What follows belongs to an exercise in optimizing a design on an open flow for small area and a short achievable clock period; a production flow would make more cautious choices. The RTL of this run was laid out without a check of its function. No activity file was given, so power comes from the tool's default toggle rates.

## design/flow/run.sh

```bash
#!/bin/bash
# synth_recipe.tcl (not shown) runs the flow's synth.tcl, then flattens the netlist and writes it again
# the make line also repeats each setting of config.mk as NAME=value (left out here)
make -C /OpenROAD-flow-scripts/flow DESIGN_CONFIG=/design/flow/config.mk WORK_HOME=/design/flow/orfs CLKGATE_MAP_FILE= SYNTH_SCRIPT=/design/flow/synth_recipe.tcl finish
```

## design/flow/design.v

```verilog
module ALU(a, b, s, r, zero, overflow, negative);
    input [31:0] a;
    input [31:0] b;
    input [3:0] s;
    output [31:0] r;
    output zero;
    output overflow;
    output negative;
    wire [32:0] r_ext;
    assign r_ext = s == 4'b0010 ? {a[31], a} + {b[31], b} : {a[31], a} - {b[31], b};
    assign zero = r == 0;
    assign overflow = (r_ext[32] ^ r_ext[31]) & (s == 4'b0010 | s == 4'b0011);
    assign negative = r[31];
    assign r = s == 4'b0000 ? a + b :
              (s == 4'b0010 ? a + b :
              (s == 4'b0001 ? a - b :
              (s == 4'b0011 ? a - b :
              (s == 4'b0100 ? a & b :
              (s == 4'b0101 ? a | b :
              (s == 4'b0110 ? a ^ b :
              (s == 4'b0111 ? ~(a | b) :
              (s == 4'b1000 ? {b[15:0], 16'b0} :
              (s == 4'b1001 ? {b[15:0], 16'b0} :
              (s == 4'b1011 ? $signed(a) < $signed(b) :
              (s == 4'b1010 ? a < b :
              (s == 4'b1100 ? $signed($signed(b) >>> a[4:0]):
              (s == 4'b1110 ? b << a[4:0] :
              (s == 4'b1111 ? b << a[4:0] :
              (s == 4'b1101 ? b >> a[4:0] :
               32'b0)))))))))))))));
endmodule
module MUL(a, b, r, sign);
    input [31:0] a;
    input [31:0] b;
    input sign;
    output [63:0] r;
    wire [31:0] a_abs;
    wire [31:0] b_abs;
    wire [63:0] r_abs;
    assign a_abs = sign & a[31] ? -a : a;
    assign b_abs = sign & b[31] ? -b : b;
    assign r_abs =
        ((b_abs[00] ? {32'b0, a_abs}        : 64'b0) + (b_abs[01] ? {31'b0, a_abs, 01'b0} : 64'b0) +
         (b_abs[02] ? {30'b0, a_abs, 02'b0} : 64'b0) + (b_abs[03] ? {29'b0, a_abs, 03'b0} : 64'b0) +
         (b_abs[04] ? {28'b0, a_abs, 04'b0} : 64'b0) + (b_abs[05] ? {27'b0, a_abs, 05'b0} : 64'b0) +
         (b_abs[06] ? {26'b0, a_abs, 06'b0} : 64'b0) + (b_abs[07] ? {25'b0, a_abs, 07'b0} : 64'b0) +
         (b_abs[08] ? {24'b0, a_abs, 08'b0} : 64'b0) + (b_abs[09] ? {23'b0, a_abs, 09'b0} : 64'b0) +
         (b_abs[10] ? {22'b0, a_abs, 10'b0} : 64'b0) + (b_abs[11] ? {21'b0, a_abs, 11'b0} : 64'b0) +
         (b_abs[12] ? {20'b0, a_abs, 12'b0} : 64'b0) + (b_abs[13] ? {19'b0, a_abs, 13'b0} : 64'b0) +
         (b_abs[14] ? {18'b0, a_abs, 14'b0} : 64'b0) + (b_abs[15] ? {17'b0, a_abs, 15'b0} : 64'b0) +
         (b_abs[16] ? {16'b0, a_abs, 16'b0} : 64'b0) + (b_abs[17] ? {15'b0, a_abs, 17'b0} : 64'b0) +
         (b_abs[18] ? {14'b0, a_abs, 18'b0} : 64'b0) + (b_abs[19] ? {13'b0, a_abs, 19'b0} : 64'b0) +
         (b_abs[20] ? {12'b0, a_abs, 20'b0} : 64'b0) + (b_abs[21] ? {11'b0, a_abs, 21'b0} : 64'b0) +
         (b_abs[22] ? {10'b0, a_abs, 22'b0} : 64'b0) + (b_abs[23] ? {09'b0, a_abs, 23'b0} : 64'b0) +
         (b_abs[24] ? {08'b0, a_abs, 24'b0} : 64'b0) + (b_abs[25] ? {07'b0, a_abs, 25'b0} : 64'b0) +
         (b_abs[26] ? {06'b0, a_abs, 26'b0} : 64'b0) + (b_abs[27] ? {05'b0, a_abs, 27'b0} : 64'b0) +
         (b_abs[28] ? {04'b0, a_abs, 28'b0} : 64'b0) + (b_abs[29] ? {03'b0, a_abs, 29'b0} : 64'b0) +
         (b_abs[30] ? {02'b0, a_abs, 30'b0} : 64'b0) + (b_abs[31] ? {01'b0, a_abs, 31'b0} : 64'b0));
    assign r = sign & (a[31] ^ b[31]) ? -r_abs : r_abs;
endmodule
module DIV(a, b, q, r, sign, dbz);
    input [31:0] a, b;
    input sign;
    output [31:0] q, r;
    output dbz;
    wire [31:0] a_abs, b_abs, q_abs, r_abs;
    assign a_abs = sign & a[31] ? -a : a;
    assign b_abs = sign & b[31] ? -b : b;
    wire [31:0] r00, r01, r02, r03, r04, r05, r06, r07,
                r08, r09, r10, r11, r12, r13, r14, r15,
                r16, r17, r18, r19, r20, r21, r22, r23,
                r24, r25, r26, r27, r28, r29, r30, r31, r32;
    wire [31:0] d00, d01, d02, d03, d04, d05, d06, d07,
                d08, d09, d10, d11, d12, d13, d14, d15,
                d16, d17, d18, d19, d20, d21, d22, d23,
                d24, d25, d26, d27, d28, d29, d30, d31;
    assign r32 = 32'd0;
    assign d31 = {r32[30:0], a_abs[31]}; assign r31 = d31 - (d31 < b_abs ? 32'd0 : b_abs);
    assign d30 = {r31[30:0], a_abs[30]}; assign r30 = d30 - (d30 < b_abs ? 32'd0 : b_abs);
    assign d29 = {r30[30:0], a_abs[29]}; assign r29 = d29 - (d29 < b_abs ? 32'd0 : b_abs);
    assign d28 = {r29[30:0], a_abs[28]}; assign r28 = d28 - (d28 < b_abs ? 32'd0 : b_abs);
    assign d27 = {r28[30:0], a_abs[27]}; assign r27 = d27 - (d27 < b_abs ? 32'd0 : b_abs);
    assign d26 = {r27[30:0], a_abs[26]}; assign r26 = d26 - (d26 < b_abs ? 32'd0 : b_abs);
    assign d25 = {r26[30:0], a_abs[25]}; assign r25 = d25 - (d25 < b_abs ? 32'd0 : b_abs);
    assign d24 = {r25[30:0], a_abs[24]}; assign r24 = d24 - (d24 < b_abs ? 32'd0 : b_abs);
    assign d23 = {r24[30:0], a_abs[23]}; assign r23 = d23 - (d23 < b_abs ? 32'd0 : b_abs);
    assign d22 = {r23[30:0], a_abs[22]}; assign r22 = d22 - (d22 < b_abs ? 32'd0 : b_abs);
    assign d21 = {r22[30:0], a_abs[21]}; assign r21 = d21 - (d21 < b_abs ? 32'd0 : b_abs);
    assign d20 = {r21[30:0], a_abs[20]}; assign r20 = d20 - (d20 < b_abs ? 32'd0 : b_abs);
    assign d19 = {r20[30:0], a_abs[19]}; assign r19 = d19 - (d19 < b_abs ? 32'd0 : b_abs);
    assign d18 = {r19[30:0], a_abs[18]}; assign r18 = d18 - (d18 < b_abs ? 32'd0 : b_abs);
    assign d17 = {r18[30:0], a_abs[17]}; assign r17 = d17 - (d17 < b_abs ? 32'd0 : b_abs);
    assign d16 = {r17[30:0], a_abs[16]}; assign r16 = d16 - (d16 < b_abs ? 32'd0 : b_abs);
    assign d15 = {r16[30:0], a_abs[15]}; assign r15 = d15 - (d15 < b_abs ? 32'd0 : b_abs);
    assign d14 = {r15[30:0], a_abs[14]}; assign r14 = d14 - (d14 < b_abs ? 32'd0 : b_abs);
    assign d13 = {r14[30:0], a_abs[13]}; assign r13 = d13 - (d13 < b_abs ? 32'd0 : b_abs);
    assign d12 = {r13[30:0], a_abs[12]}; assign r12 = d12 - (d12 < b_abs ? 32'd0 : b_abs);
    assign d11 = {r12[30:0], a_abs[11]}; assign r11 = d11 - (d11 < b_abs ? 32'd0 : b_abs);
    assign d10 = {r11[30:0], a_abs[10]}; assign r10 = d10 - (d10 < b_abs ? 32'd0 : b_abs);
    assign d09 = {r10[30:0], a_abs[09]}; assign r09 = d09 - (d09 < b_abs ? 32'd0 : b_abs);
    assign d08 = {r09[30:0], a_abs[08]}; assign r08 = d08 - (d08 < b_abs ? 32'd0 : b_abs);
    assign d07 = {r08[30:0], a_abs[07]}; assign r07 = d07 - (d07 < b_abs ? 32'd0 : b_abs);
    assign d06 = {r07[30:0], a_abs[06]}; assign r06 = d06 - (d06 < b_abs ? 32'd0 : b_abs);
    assign d05 = {r06[30:0], a_abs[05]}; assign r05 = d05 - (d05 < b_abs ? 32'd0 : b_abs);
    assign d04 = {r05[30:0], a_abs[04]}; assign r04 = d04 - (d04 < b_abs ? 32'd0 : b_abs);
    assign d03 = {r04[30:0], a_abs[03]}; assign r03 = d03 - (d03 < b_abs ? 32'd0 : b_abs);
    assign d02 = {r03[30:0], a_abs[02]}; assign r02 = d02 - (d02 < b_abs ? 32'd0 : b_abs);
    assign d01 = {r02[30:0], a_abs[01]}; assign r01 = d01 - (d01 < b_abs ? 32'd0 : b_abs);
    assign d00 = {r01[30:0], a_abs[00]}; assign r00 = d00 - (d00 < b_abs ? 32'd0 : b_abs);
    assign q_abs = ((!(d00 < b_abs)) << 5'd00) + ((!(d01 < b_abs)) << 5'd01) +
                   ((!(d02 < b_abs)) << 5'd02) + ((!(d03 < b_abs)) << 5'd03) +
                   ((!(d04 < b_abs)) << 5'd04) + ((!(d05 < b_abs)) << 5'd05) +
                   ((!(d06 < b_abs)) << 5'd06) + ((!(d07 < b_abs)) << 5'd07) +
                   ((!(d08 < b_abs)) << 5'd08) + ((!(d09 < b_abs)) << 5'd09) +
                   ((!(d10 < b_abs)) << 5'd10) + ((!(d11 < b_abs)) << 5'd11) +
                   ((!(d12 < b_abs)) << 5'd12) + ((!(d13 < b_abs)) << 5'd13) +
                   ((!(d14 < b_abs)) << 5'd14) + ((!(d15 < b_abs)) << 5'd15) +
                   ((!(d16 < b_abs)) << 5'd16) + ((!(d17 < b_abs)) << 5'd17) +
                   ((!(d18 < b_abs)) << 5'd18) + ((!(d19 < b_abs)) << 5'd19) +
                   ((!(d20 < b_abs)) << 5'd20) + ((!(d21 < b_abs)) << 5'd21) +
                   ((!(d22 < b_abs)) << 5'd22) + ((!(d23 < b_abs)) << 5'd23) +
                   ((!(d24 < b_abs)) << 5'd24) + ((!(d25 < b_abs)) << 5'd25) +
                   ((!(d26 < b_abs)) << 5'd26) + ((!(d27 < b_abs)) << 5'd27) +
                   ((!(d28 < b_abs)) << 5'd28) + ((!(d29 < b_abs)) << 5'd29) +
                   ((!(d30 < b_abs)) << 5'd30) + ((!(d31 < b_abs)) << 5'd31);
    assign r_abs = r00;
    assign q = sign & (a[31] ^ b[31]) ? -q_abs : q_abs;
    assign r = sign & a[31] ? -r_abs : r_abs;
    assign dbz = b == 32'd0;
endmodule
module RegFile(clk, rst, rsc, rtc, rdc, rs, rti, rto, rd, rtin);
    input clk, rst;
    input [4:0] rsc, rtc, rdc;
    output [31:0] rs;
    input [31:0] rti;
    output [31:0] rto;
    input [31:0] rd;
    input rtin;
    wire [31:0] ena;
    assign ena = ({31'b0, rtin} << rtc) | (32'b1 << rdc);
    wire [31:0] din[0:31];
    wire [31:0] array_reg[0:31];
    assign din[0]  = rtc == 5'd0  && rtin ? rti : rd;
    assign din[1]  = rtc == 5'd1  && rtin ? rti : rd;
    assign din[2]  = rtc == 5'd2  && rtin ? rti : rd;
    assign din[3]  = rtc == 5'd3  && rtin ? rti : rd;
    assign din[4]  = rtc == 5'd4  && rtin ? rti : rd;
    assign din[5]  = rtc == 5'd5  && rtin ? rti : rd;
    assign din[6]  = rtc == 5'd6  && rtin ? rti : rd;
    assign din[7]  = rtc == 5'd7  && rtin ? rti : rd;
    assign din[8]  = rtc == 5'd8  && rtin ? rti : rd;
    assign din[9]  = rtc == 5'd9  && rtin ? rti : rd;
    assign din[10] = rtc == 5'd10 && rtin ? rti : rd;
    assign din[11] = rtc == 5'd11 && rtin ? rti : rd;
    assign din[12] = rtc == 5'd12 && rtin ? rti : rd;
    assign din[13] = rtc == 5'd13 && rtin ? rti : rd;
    assign din[14] = rtc == 5'd14 && rtin ? rti : rd;
    assign din[15] = rtc == 5'd15 && rtin ? rti : rd;
    assign din[16] = rtc == 5'd16 && rtin ? rti : rd;
    assign din[17] = rtc == 5'd17 && rtin ? rti : rd;
    assign din[18] = rtc == 5'd18 && rtin ? rti : rd;
    assign din[19] = rtc == 5'd19 && rtin ? rti : rd;
    assign din[20] = rtc == 5'd20 && rtin ? rti : rd;
    assign din[21] = rtc == 5'd21 && rtin ? rti : rd;
    assign din[22] = rtc == 5'd22 && rtin ? rti : rd;
    assign din[23] = rtc == 5'd23 && rtin ? rti : rd;
    assign din[24] = rtc == 5'd24 && rtin ? rti : rd;
    assign din[25] = rtc == 5'd25 && rtin ? rti : rd;
    assign din[26] = rtc == 5'd26 && rtin ? rti : rd;
    assign din[27] = rtc == 5'd27 && rtin ? rti : rd;
    assign din[28] = rtc == 5'd28 && rtin ? rti : rd;
    assign din[29] = rtc == 5'd29 && rtin ? rti : rd;
    assign din[30] = rtc == 5'd30 && rtin ? rti : rd;
    assign din[31] = rtc == 5'd31 && rtin ? rti : rd;
    assign array_reg[0] = 32'd0;
    Reg32 r1 (clk, rst,  ena[5'd1],  din[1],  array_reg[1]);
    Reg32 r2 (clk, rst,  ena[5'd2],  din[2],  array_reg[2]);
    Reg32 r3 (clk, rst,  ena[5'd3],  din[3],  array_reg[3]);
    Reg32 r4 (clk, rst,  ena[5'd4],  din[4],  array_reg[4]);
    Reg32 r5 (clk, rst,  ena[5'd5],  din[5],  array_reg[5]);
    Reg32 r6 (clk, rst,  ena[5'd6],  din[6],  array_reg[6]);
    Reg32 r7 (clk, rst,  ena[5'd7],  din[7],  array_reg[7]);
    Reg32 r8 (clk, rst,  ena[5'd8],  din[8],  array_reg[8]);
    Reg32 r9 (clk, rst,  ena[5'd9],  din[9],  array_reg[9]);
    Reg32 r10(clk, rst,  ena[5'd10], din[10], array_reg[10]);
    Reg32 r11(clk, rst,  ena[5'd11], din[11], array_reg[11]);
    Reg32 r12(clk, rst,  ena[5'd12], din[12], array_reg[12]);
    Reg32 r13(clk, rst,  ena[5'd13], din[13], array_reg[13]);
    Reg32 r14(clk, rst,  ena[5'd14], din[14], array_reg[14]);
    Reg32 r15(clk, rst,  ena[5'd15], din[15], array_reg[15]);
    Reg32 r16(clk, rst,  ena[5'd16], din[16], array_reg[16]);
    Reg32 r17(clk, rst,  ena[5'd17], din[17], array_reg[17]);
    Reg32 r18(clk, rst,  ena[5'd18], din[18], array_reg[18]);
    Reg32 r19(clk, rst,  ena[5'd19], din[19], array_reg[19]);
    Reg32 r20(clk, rst,  ena[5'd20], din[20], array_reg[20]);
    Reg32 r21(clk, rst,  ena[5'd21], din[21], array_reg[21]);
    Reg32 r22(clk, rst,  ena[5'd22], din[22], array_reg[22]);
    Reg32 r23(clk, rst,  ena[5'd23], din[23], array_reg[23]);
    Reg32 r24(clk, rst,  ena[5'd24], din[24], array_reg[24]);
    Reg32 r25(clk, rst,  ena[5'd25], din[25], array_reg[25]);
    Reg32 r26(clk, rst,  ena[5'd26], din[26], array_reg[26]);
    Reg32 r27(clk, rst,  ena[5'd27], din[27], array_reg[27]);
    Reg32 r28(clk, rst,  ena[5'd28], din[28], array_reg[28]);
    Reg32 r29(clk, rst,  ena[5'd29], din[29], array_reg[29]);
    Reg32 r30(clk, rst,  ena[5'd30], din[30], array_reg[30]);
    Reg32 r31(clk, rst,  ena[5'd31], din[31], array_reg[31]);
    assign rs = array_reg[rsc];
    assign rto = array_reg[rtc];
endmodule
module Reg32(clk, rst, ena, din, dout);
    input clk, rst, ena;
    input [31:0] din;
    output [31:0] dout;
    reg [31:0] data;
    assign dout = data;
    always @(posedge clk or posedge rst)
        if (rst) data <= 32'd0;
        else if (ena) data <= din;
endmodule
module CP0(clk, rst, addr, wea, data_in, data_out, pc, exc, exc_type);
    input clk;           
    input rst;           
    input [4:0] addr;    
    input wea;           
    input [31:0] data_in;    
    output [31:0] data_out;  
    input [31:0] pc;        
    output exc;             
    input [7:0] exc_type;   
    wire [31:0] din[0:31];   
    wire [31:0] dout[0:31];  
    wire [31:0] ena;         
    genvar g;
    for (g = 0; g < 32; g = g + 1) begin : unimpl  
        if (g < 9 || g == 10 || g > 14) assign dout[g] = 32'd0;
        if (g < 9 || g == 10 || g > 14) assign din[g] = 32'd0;
    end
    Reg32 count(clk, rst, 1'd1, din[9], dout[9]);
    Reg32 compare(clk, rst, ena[11], din[11], dout[11]);
    Reg32 status(clk, rst, ena[12] | exc, din[12], dout[12]);
    Reg32 cause(clk, rst, ena[13] | (exc_type < 8'h20), din[13], dout[13]);
    Reg32 epc(clk, rst, ena[14] | exc & exc_type != 8'h20, din[14], dout[14]);
    assign ena = {31'd0, wea} << addr;
    assign din[9]  = ena[9]  ? data_in : dout[9] + 32'd1;  
    assign din[11] = data_in;                              
    assign din[12] = ena[12] ? data_in :                   
                    (exc_type == 8'h20 ? {dout[12][31:2], 1'b0, dout[12][0]} :
                    (exc ? {dout[12][31:2], 1'b1, dout[12][0]} : dout[12]));
    assign din[13] = ena[13] ? data_in :  
                    (exc_type < 8'h20 ?
                        {dout[13][31:10], 2'b00, dout[13][7], exc_type[4:0], dout[13][1:0]} : dout[13]);
    assign din[14] = wea & addr == 5'd14 ? data_in :  
                    (exc & exc_type != 8'h20 ? pc : dout[14]);
    assign data_out = exc_type == 8'h20 ? dout[14] : dout[addr];
    assign exc = exc_type != 8'hff;
endmodule
module CPU(clk, rst, addr_imem, data_imem,
           addr_dmem, data_dmem_in, data_dmem_out, wea_dmem, rea_dmem);
    input clk, rst;
    output [31:0] addr_imem;  
    input [31:0] data_imem;
    output [31:0] addr_dmem;  
    output [31:0] data_dmem_in;  
    input [31:0] data_dmem_out;  
    output [3:0] wea_dmem;       
    output rea_dmem;             
    wire rt_in, dm_wea;  
    wire [3:0] aluc;
    wire [1:0] m0, m1, m3, m4, m5, m6, m7, m8, m9;
    wire m2, me;
    wire m_sign, d_sign;
    wire [1:0] width;
    wire sign;
    wire c0_wea, trap, division;
    wire [7:0] exc_t;
    wire ADD,   ADDU,  SUB,   SUBU,  AND,     OR,    XOR,   NOR,
         SLT,   SLTU,  SLL,   SRL,   SRA,     SLLV,  SRLV,  SRAV,
         JR,    ADDI,  ADDIU, ANDI,  ORI,     XORI,  LUI,   SLTI,
         SLTIU, LW,    SW,    BEQ,   BNE,     J,     JAL,   DIV,
         DIVU,  MULT,  MULTU, BGEZ,  JALR,    LBU,   LHU,   LB,
         LH,    SB,    SH,    BREAK, SYSCALL, ERET,  MFHI,  MFLO,
         MTHI,  MTLO,  MFC0,  MTC0,  CLZ,     TEQ,   MUL;
    reg [31:0] pc;  
    wire [31:0] npc;
    reg [31:0] hi, lo;  
    wire [31:0] nhi, nlo;
    wire [5:0] op, func;  
    wire [4:0] rsc_imem, rtc_imem, rdc_imem, sa;
    wire [25:0] imm26;
    wire [15:0] imm16;
    wire [4:0] rsc_rf, rtc_rf, rdc_rf;  
    wire [31:0] rs, rti, rto, rd;
    wire [31:0] a, b, r, a_mul, b_mul, a_div, b_div, q_div, r_div;  
    wire [63:0] r_mul;
    wire zero, overflow, negative, sign_mul, sign_div, divided_by_zero;
    wire [31:0] zero_num;  
    wire [4:0] addr_c0;  
    wire wea_c0;
    wire [31:0] data_c0_in, data_c0_out;
    wire exc;
    wire [7:0] exc_type;
    parameter exc_handler_address = 32'h00400004;
    assign {rt_in, dm_wea, aluc, m0, m1, m2, m3, m4, m5, m6, m7, m8, m9, me, m_sign, d_sign, division, width, sign, c0_wea, trap, exc_t} =
           {ADDI | ADDIU | ANDI | ORI | XORI | LUI | SLTI | SLTIU | LW | LBU | LHU | LB | LH | MFC0,
            SW | SB | SH,
            SLT | SLTU | SLL | SRL | SRA | SLLV | SRLV | SRAV | LUI | SLTI | SLTIU,
            AND | OR | XOR | NOR | SLL | SRL | SRA | SLLV | SRLV | SRAV | ANDI | ORI | XORI,
            ADD | SUB | XOR | NOR | SLT | SLTU | SLL | SLLV | ADDI | XORI | SLTI | SLTIU,
            SUB | SUBU | OR | NOR | SLT | SRL | SRLV | ORI | SLTI | BEQ | BNE | BGEZ | TEQ,
            JR | J | JAL | JALR | ERET,
            JR | BEQ | BNE | BGEZ | JALR,
            ADD | ADDU | SUB | SUBU | AND | OR | XOR | NOR | SLT | SLTU | SLL | SRL | SRA | SLLV | SRLV | SRAV | MUL | MFHI | MFLO | CLZ,
            JAL | JALR,
            SLL | SRL | SRA,
            ADDI | ADDIU | ANDI | ORI | XORI | LUI | SLTI | SLTIU | LW | SW | LBU | LHU | LB | LH | SB | SH,
            ADDI | ADDIU | SLTI | SLTIU | LW | SW | BGEZ | LBU | LHU | LB | LH | SB | SH,
            MFC0,
            LW | LBU | LHU | LB | LH,
            BGEZ,
            BNE,
            MUL | MFHI | MFLO | CLZ,
            JAL | JALR | CLZ,
            DIV | DIVU | MULT | MULTU | MUL,
            DIV | DIVU | MTHI,
            DIV | DIVU | MULT | MULTU | MUL,
            DIV | DIVU | MTLO,
            MUL,
            MFLO,
            BREAK | SYSCALL | ERET,
            MULT | MUL,
            DIV,
            DIV | DIVU,
            LW | SW,
            LW | SW | LHU | LH | SH,
            LB | LH,
            MTC0,
            TEQ,
            2'b00, ERET, 1'b0, BREAK | SYSCALL, 2'b00, BREAK};
    assign ADD     = op == 6'b000000 & func == 6'b100000;
    assign ADDU    = op == 6'b000000 & func == 6'b100001;
    assign SUB     = op == 6'b000000 & func == 6'b100010;
    assign SUBU    = op == 6'b000000 & func == 6'b100011; assign ADDI    = op == 6'b001000;
    assign AND     = op == 6'b000000 & func == 6'b100100; assign ADDIU   = op == 6'b001001;
    assign OR      = op == 6'b000000 & func == 6'b100101; assign ANDI    = op == 6'b001100;
    assign XOR     = op == 6'b000000 & func == 6'b100110; assign ORI     = op == 6'b001101;
    assign NOR     = op == 6'b000000 & func == 6'b100111; assign XORI    = op == 6'b001110;
    assign SLT     = op == 6'b000000 & func == 6'b101010; assign SLTI    = op == 6'b001010;
    assign SLTU    = op == 6'b000000 & func == 6'b101011; assign SLTIU   = op == 6'b001011;
    assign SLL     = op == 6'b000000 & func == 6'b000000; assign LUI     = op == 6'b001111;
    assign SRL     = op == 6'b000000 & func == 6'b000010; assign LW      = op == 6'b100011;
    assign SRA     = op == 6'b000000 & func == 6'b000011; assign SW      = op == 6'b101011;
    assign SLLV    = op == 6'b000000 & func == 6'b000100; assign BEQ     = op == 6'b000100;
    assign SRLV    = op == 6'b000000 & func == 6'b000110; assign BNE     = op == 6'b000101;
    assign SRAV    = op == 6'b000000 & func == 6'b000111; assign J       = op == 6'b000010;
    assign JR      = op == 6'b000000 & func == 6'b001000; assign JAL     = op == 6'b000011;
    assign DIV     = op == 6'b000000 & func == 6'b011010;
    assign DIVU    = op == 6'b000000 & func == 6'b011011;
    assign MULT    = op == 6'b000000 & func == 6'b011000;
    assign MULTU   = op == 6'b000000 & func == 6'b011001;
    assign MUL     = op == 6'b011100 & sa == 5'b00000 & func == 6'b000010;
    assign BGEZ    = op == 6'b000001 & rtc_imem == 5'b00001;
    assign JALR    = op == 6'b000000 & rtc_imem == 5'b00000 & func == 6'b001001;
    assign LBU     = op == 6'b100100;
    assign LHU     = op == 6'b100101;
    assign LB      = op == 6'b100000;
    assign LH      = op == 6'b100001;
    assign SB      = op == 6'b101000;
    assign SH      = op == 6'b101001;
    assign BREAK   = op == 6'b000000 & func == 6'b001101;
    assign SYSCALL = op == 6'b000000 & func == 6'b001100;
    assign ERET    = data_imem == 32'b010000_10000_00000_00000_00000_011000;
    assign MFHI    = op == 6'b000000 & rsc_imem == 5'b00000 & rtc_imem == 5'b00000 & sa == 5'b00000 & func == 6'b010000;
    assign MFLO    = op == 6'b000000 & rsc_imem == 5'b00000 & rtc_imem == 5'b00000 & sa == 5'b00000 & func == 6'b010010;
    assign MTHI    = op == 6'b000000 & rtc_imem == 5'b00000 & rdc_imem == 5'b00000 & sa == 5'b00000 & func == 6'b010001;
    assign MTLO    = op == 6'b000000 & rtc_imem == 5'b00000 & rdc_imem == 5'b00000 & sa == 5'b00000 & func == 6'b010011;
    assign MFC0    = op == 6'b010000 & rsc_imem == 5'b00000 & sa == 5'b00000 & func == 6'b000000;
    assign MTC0    = op == 6'b010000 & rsc_imem == 5'b00100 & sa == 5'b00000 & func == 6'b000000;
    assign CLZ     = op == 6'b011100 & sa == 5'b00000 & func == 6'b100000;
    assign TEQ     = op == 6'b000000 & func == 6'b110100;
    assign addr_imem = pc;
    assign op = data_imem[31:26];
    assign rsc_imem = data_imem[25:21];
    assign rtc_imem = data_imem[20:16];
    assign rdc_imem = data_imem[15:11];
    assign sa = data_imem[10:6];
    assign func = data_imem[5:0];
    assign imm26 = data_imem[25:0];
    assign imm16 = data_imem[15:0];
    wire [1:0] addr_mod;    
    wire [31:0] dout_shift;  
    wire [31:0] hi_pos;      
    wire err_dmem;           
    wire [31:0] data_dmem_load;  
    assign addr_dmem = r;
    assign rea_dmem = LW | LBU | LHU | LB | LH;
    assign addr_mod = addr_dmem[1:0];
    assign err_dmem = width == 2'd2 | (width & addr_mod) != 2'd0;
    assign wea_dmem = {4{dm_wea & ~exc & ~err_dmem}} & (4'hf << addr_mod) & ~(4'hf << (addr_mod + width + 32'd1));
    assign data_dmem_in = rto << (addr_mod << 32'd3);
    assign dout_shift = data_dmem_out >> (addr_mod << 32'd3);
    assign hi_pos = (width + 5'd1) << 32'd3;
    assign data_dmem_load = dout_shift & ~(32'hffffffff << hi_pos) | {32{sign & dout_shift[hi_pos - 1]}} << hi_pos;
    RegFile regfile(clk, rst, rsc_rf, rtc_rf, rdc_rf, rs, rti, rto, rd, rt_in & ~exc);
    assign rsc_rf = rsc_imem;
    assign rtc_rf = rtc_imem;
    assign rdc_rf = (m1 & {2{~exc}}) == 2'b00 ? 5'd0 : ((m1 & {2{~exc}}) == 2'b01 ? 5'd31 : rdc_imem);
    assign rd = m6[1] ? (m6[0] ? zero_num : (m9[1] ? r_mul[31:0] : (m9[0] ? lo : hi))) : (m6[0] ? pc +  4 : r);
    assign rti = m4[1] ? data_c0_out : (m4[0] ? data_dmem_load : r);
    ALU alu(a, b, aluc, r, zero, overflow, negative);
    MUL mul(a_mul, b_mul, r_mul, sign_mul);
    DIV div(a_div, b_div, q_div, r_div, sign_div, divided_by_zero);
    assign a = m2 ? {27'd0, sa} : rs;
    assign b = m3 == 2'b10 ? {16'd0, imm16} :
              (m3 == 2'b11 ? {{16{imm16[15]}}, imm16} :
              (m3 == 2'b01 ? 32'd0 : rto));
    assign a_mul = rs;
    assign b_mul = rto;
    assign a_div = rs;
    assign b_div = rto;
    assign sign_mul = m_sign;
    assign sign_div = d_sign;
    assign zero_num = rs[31] ? 32'd00 : (rs[30] ? 32'd01 : (rs[29] ? 32'd02 : (rs[28] ? 32'd03 :
                      rs[27] ? 32'd04 : (rs[26] ? 32'd05 : (rs[25] ? 32'd06 : (rs[24] ? 32'd07 :
                      rs[23] ? 32'd08 : (rs[22] ? 32'd09 : (rs[21] ? 32'd10 : (rs[20] ? 32'd11 :
                      rs[19] ? 32'd12 : (rs[18] ? 32'd13 : (rs[17] ? 32'd14 : (rs[16] ? 32'd15 :
                      rs[15] ? 32'd16 : (rs[14] ? 32'd17 : (rs[13] ? 32'd18 : (rs[12] ? 32'd19 :
                      rs[11] ? 32'd20 : (rs[10] ? 32'd21 : (rs[09] ? 32'd22 : (rs[08] ? 32'd23 :
                      rs[07] ? 32'd24 : (rs[06] ? 32'd25 : (rs[05] ? 32'd26 : (rs[04] ? 32'd27 :
                      rs[03] ? 32'd28 : (rs[02] ? 32'd29 : (rs[01] ? 32'd30 : (rs[00] ? 32'd31 :
                      32'd32))))))))))))))))))))))));
    CP0 cp0(clk, rst, addr_c0, wea_c0, data_c0_in, data_c0_out, pc, exc, exc_type);
    assign data_c0_in = rto;
    assign addr_c0 = rdc_imem;
    assign wea_c0 = c0_wea;
    assign exc_type = me ? exc_t : (overflow ? 8'hc : (trap & zero ? 8'hd :
                          (err_dmem ? (dm_wea ? 8'h5 : 8'h4) : 8'hff)));
    assign npc = {exc, m0} == 3'b000 ? pc + 4 :
                ({exc, m0} == 3'b001 ? ((m5[1] ? ~negative : zero ^ m5[0]) ? pc + 4 + {{14{imm16[15]}}, imm16, 2'b00} : pc + 4) :
                ({exc, m0} == 3'b010 ? {pc[31:28], imm26, 2'b00} :
                ({exc, m0} == 3'b011 ? rs :
                ({exc, m0[1]} == 2'b10 ? exc_handler_address :
                ({exc, m0[1]} == 2'b11 ? data_c0_out : 32'd0)))));
    assign nhi = (m7 & {2{~(divided_by_zero & division)}}) == 2'b00 ? hi :
                ((m7 & {2{~(divided_by_zero & division)}}) == 2'b01 ? rs :
                ((m7 & {2{~(divided_by_zero & division)}}) == 2'b10 ? r_mul[63:32] : r_div));
    assign nlo = (m8 & {2{~(divided_by_zero & division)}}) == 2'b00 ? lo :
                ((m8 & {2{~(divided_by_zero & division)}}) == 2'b01 ? rs :
                ((m8 & {2{~(divided_by_zero & division)}}) == 2'b10 ? r_mul[31:0] : q_div));
    always @(posedge clk or posedge rst)
        if (rst) pc <= 32'h00400000;
        else pc <= npc;
    always @(posedge clk or posedge rst)
        if (rst) hi <= 32'h00000000;
        else hi <= nhi;
    always @(posedge clk or posedge rst)
        if (rst) lo <= 32'h00000000;
        else lo <= nlo;
endmodule
```

## design/flow/constraint.sdc

```tcl
create_clock -name core_clock -period 240.0 [get_ports {clk}]
set_input_delay 48.0000 -clock core_clock [delete_from_list [all_inputs] [get_ports {clk}]]
set_output_delay 48.0000 -clock core_clock [all_outputs]
set_load 0.01 [all_outputs]
```

## design/flow/config.mk

```make
export PLATFORM = sky130hd
export DESIGN_NAME = CPU
export DESIGN_NICKNAME = CPU
export VERILOG_FILES = /design/flow/design.v
export SDC_FILE = /design/flow/constraint.sdc
export NUM_CORES = 4
export LEC_CHECK = 0
export CAP_MARGIN = 20
export CELL_PAD_IN_SITES_GLOBAL_PLACEMENT = 2
export CORE_MARGIN = 2
export CORE_UTILIZATION = 25
export PLACE_DENSITY = 0.35
export SLEW_MARGIN = 20
```

==> run summary <==
[final cells by class]
cell class	instances	area [um2]	share of cell area, %
multi-input combinational	19945	155000	69.4
sequential	1248	31200	14.0
timing repair buffer	1573	12900	5.78
tap	10206	12800	5.71
inverter	1438	5440	2.43
clock buffer	247	4970	2.22
clock inverter	56	714	0.320
antenna	95	238	0.106
[synth_stat cells, types with 61 or more instances]
cell | number | area share, %
a221o_1 | 93 | 0.48
xnor2_1 | 864 | 3.9
a21oi_1 | 1289 | 3.3
o21a_1 | 207 | 0.81
a22oi_1 | 437 | 1.7
inv_1 | 1419 | 2.8
o22ai_1 | 137 | 0.44
o21ai_0 | 1053 | 2.7
o211ai_1 | 129 | 0.50
a211oi_1 | 159 | 0.62
and2_1 | 227 | 0.74
a21o_1 | 330 | 1.3
o41ai_1 | 69 | 0.31
clkbuf_1 | 1147 | 2.2
or4_1 | 62 | 0.24
nand3_1 | 923 | 2.4
a21boi_0 | 144 | 0.56
ha_1 | 2324 | 15
buf_2 | 247 | 0.64
nor3_1 | 547 | 1.4
nand2_1 | 3076 | 6.0
nand2b_1 | 271 | 0.88
a221oi_1 | 103 | 0.47
mux2_2 | 69 | 0.40
dfrtp_1 | 1247 | 16
o31ai_1 | 153 | 0.60
nor4_1 | 129 | 0.42
a31oi_1 | 159 | 0.52
and4_1 | 61 | 0.28
a2111oi_0 | 163 | 0.74
or2_2 | 77 | 0.25
buf_1 | 87 | 0.17
o21bai_1 | 101 | 0.39
nor2b_1 | 280 | 0.91
fa_1 | 937 | 9.7
nor2_1 | 1773 | 3.5
nand4_1 | 405 | 1.3
o221a_2 | 150 | 0.88
and3_1 | 597 | 1.9
xor2_1 | 304 | 1.4
or3_1 | 161 | 0.52
mux2i_1 | 1214 | 6.3
[metrics by stage]
step | hold slack [ns] | std cells | cell area [um2] | TNS [ns] | total power [mW]
after detailed placement | 0.460 | 34347 | 215000 | -3.17 | 957
after global routing | 0.495 | 34727 | 223000 | -4.44 | 1070
after floorplan | 0.439 | 24168 | 193000 | 0 | 1170
after CTS | 0.477 | 34652 | 221000 | 0 | 957
after global placement | 0.463 | 34329 | 215000 | -41.97 | 990
final | 0.476 | 34808 | 223000 | 0 | 1030
[timing repair]
| item | 4_1_cts | 5_1_grt |
|---|---|---|
| hold endpoints to repair | 0 | 0 |
| setup buffers | 2 | 55 |
| setup endpoints to repair | 15 | 64 |
| gates resized for setup | 15 | 461 |
| gates cloned | 0 | 4 |
| pin swaps | 1 | 109 |
[cells by family after synthesis]
logic type | Yosys count | synth area share, %
fa+ha+maj | 3261 | 24.8
xor+xnor | 1168 | 5.31
flops | 1248 | 16.2
mux | 1296 | 6.86
buf+inv | 2976 | 6.11
simple gates | 8774 | 21.6
compound gates | 5444 | 19.1
other cells | 1 | 0.00195
[layer usage]
metal / part of all wire, % / vias to the layer above
met1: 42 / 106987
met5: 0.042 / -
li1: - / 86945
met3: 7.1 / 2984
met2: 44 / 10045
met4: 7.0 / 66
==> flow_summary.toml <==
[clock_tree]
clock_path_buffers = 4
root_buffer = "clkbuf_16"
numCtsBuffers = 172
cts_sinks = 1248
htreeDepth = 4
cts.clk_slew.worst_paths_ns = 0.06
cts_tree = "done"
cts_hold_buf = 0
clk_latency_ns = 0.97

[die]
row_count = 322
die_area_mm2 = 0.778
die_x_um = 882
core-area_mm2 = 0.768
chipHeight_um = 882
ios = 167
start_util_pct = 25.1

[finish]
final_cell_mix = "3047 x nand2_1, 2324 x ha_1, 1693 x nor2_1"
nFillCells = 82885
finalCoreUtilization_pct = 29.1
drive_gt1_share_pct = 11.9
finalNetCount = 27705
final_common_cell = "nand2_1"
syn_to_final_growth_pct = 16.0

[power_and_ir_drop]
power.group.top = "combinational cells"
seq_power_share_pct = 0
power_switching_mw = 622
p_clk_share_pct = 0
combinationalPowerShare_pct = 99.9
p_int_mw = 409
p_clk_mw = 0.281
power_density_mw_per_mm2 = 4610
p_leak_nw = 96.8
pg_seq_mw = 0.281
comb_cell_power_mw = 1030
vdd_drop_max_mv = 4.47
swShare_pct = 60.4

[flow_run]
cap_viol_max_count = 0

[global_routing]
grt_pass1_vias = 198753
gr-max-usage-layer = "met2"
grt_pass1_wl_mm = 2000
grt-ovfl-total = 0
grt_use_met1_pct = 49.2
grt_start_max_net_pins = 136
grt_use_total_pct = 38.0
use_met3_pct = 7.68
grt_use_met2_pct = 58.8
antenna_found_initial = 217

[status]
outcome = "finished clean"

[critical_path]
cp_slowest_stage_delay_ns = 0.82
timing.rr.start = "regfile.r5.data[15]$_DFFE_PP0P_"
crit_top_cell = "a21oi_1"
crit_fanout = 25
cp_slowest_cell = "nand4_1"
crit_type = "input pin to register"
critPathCapture = "hi[29]$_DFFE_PP0P_"
ff2ff_setup_slack_ns = 59.85
setup.worst_path.start = "data_imem[23]"
worst_setup_path_start_kind = "input pin"
r2r_end = "hi[29]$_DFFE_PP0P_"
critPathRequiredTime_ns = 240.77
crit_arrival_ns = 228.39
cp.depth = 859
end_kind = "register"
critPathTopFamily = "compound AO/OA/AOI/OAI gates"
r2r_cells = 918
crit_buf_inv = 59

[logic_synthesis]
yosys_warnings = 4
async_flop_share_pct = 100
syn_area_per_cell_um2 = 7.97
postSynthCellCount = 24168
synth_edf_count = 0
syn-num-nets = 27495
ys_seq_elements = 1248
synth-main-ff-cell = "dfrtp_1"
ys_types = 120
netlist_area_mm2 = 0.193
ys_seq_area_share_pct = 16.2

[timing]
setup_slack_ns = 12.39
worst_pin_slew_ns = 1.37
setup_viol = 0
timing.final.crit_period_ns = 227.61
slew_violations = 0
fmax_mhz = 4.39
relSlewSlack_pct = 8.70
period_share_pct = 94.8
clock_skew_ns = 0.110
hold_viol_final = 0

[place]
hpwl_mm = 1140
dp_slack_ns = -0.490
globalplace.congestion = 1.06
portBuffers = 166

[hold_path]
min_path_cells = 2
hold_class = "register to register"
hold_end = "cp0.cause.data[21]$_DFFE_PP0P_"
worstHoldStart = "cp0.cause.data[21]$_DFFE_PP0P_"

[route]
drtAntennaViolNets = 0
vias = 207027
totalWireLength_mm = 1530
drcViolationCount = 0
post_drt_wl_per_cell_um = 44.0
drt_first_pass_iters = 8
viasPerCell = 5.95
drt_iter0_markers = 23571

==> afterwards: timing with drivers on the ports <==
The flow's constraints put no driver on any port. The routed layout listed below was extracted and timed again, unchanged, in two steps. Step 1 (the two cells are an assumption about what drives the block):
set clk [get_ports {clk}]
set_driving_cell -lib_cell sky130_fd_sc_hd__clkbuf_16 $clk
set_driving_cell -lib_cell sky130_fd_sc_hd__buf_2 [delete_from_list [all_inputs] $clk]
Step 2 also shifts input and output timing later by t, the mid clock arrival at the registers, as if the neighbouring blocks saw the same clock. a / b / c = no drivers / after step 1 / after step 2; a / b = the first two.
t (ns): 1.008
slack for setup (ns): 12.388 / 12.407 / 11.399
clock arrival spread, ns: 0.110 / 0.109
worst data-port slew with drivers (ns): 0.31
After both steps this run still meets setup and hold. For this run, drivers alone change the setup slack by +0.019 ns; drivers and shift together by -0.989 ns.
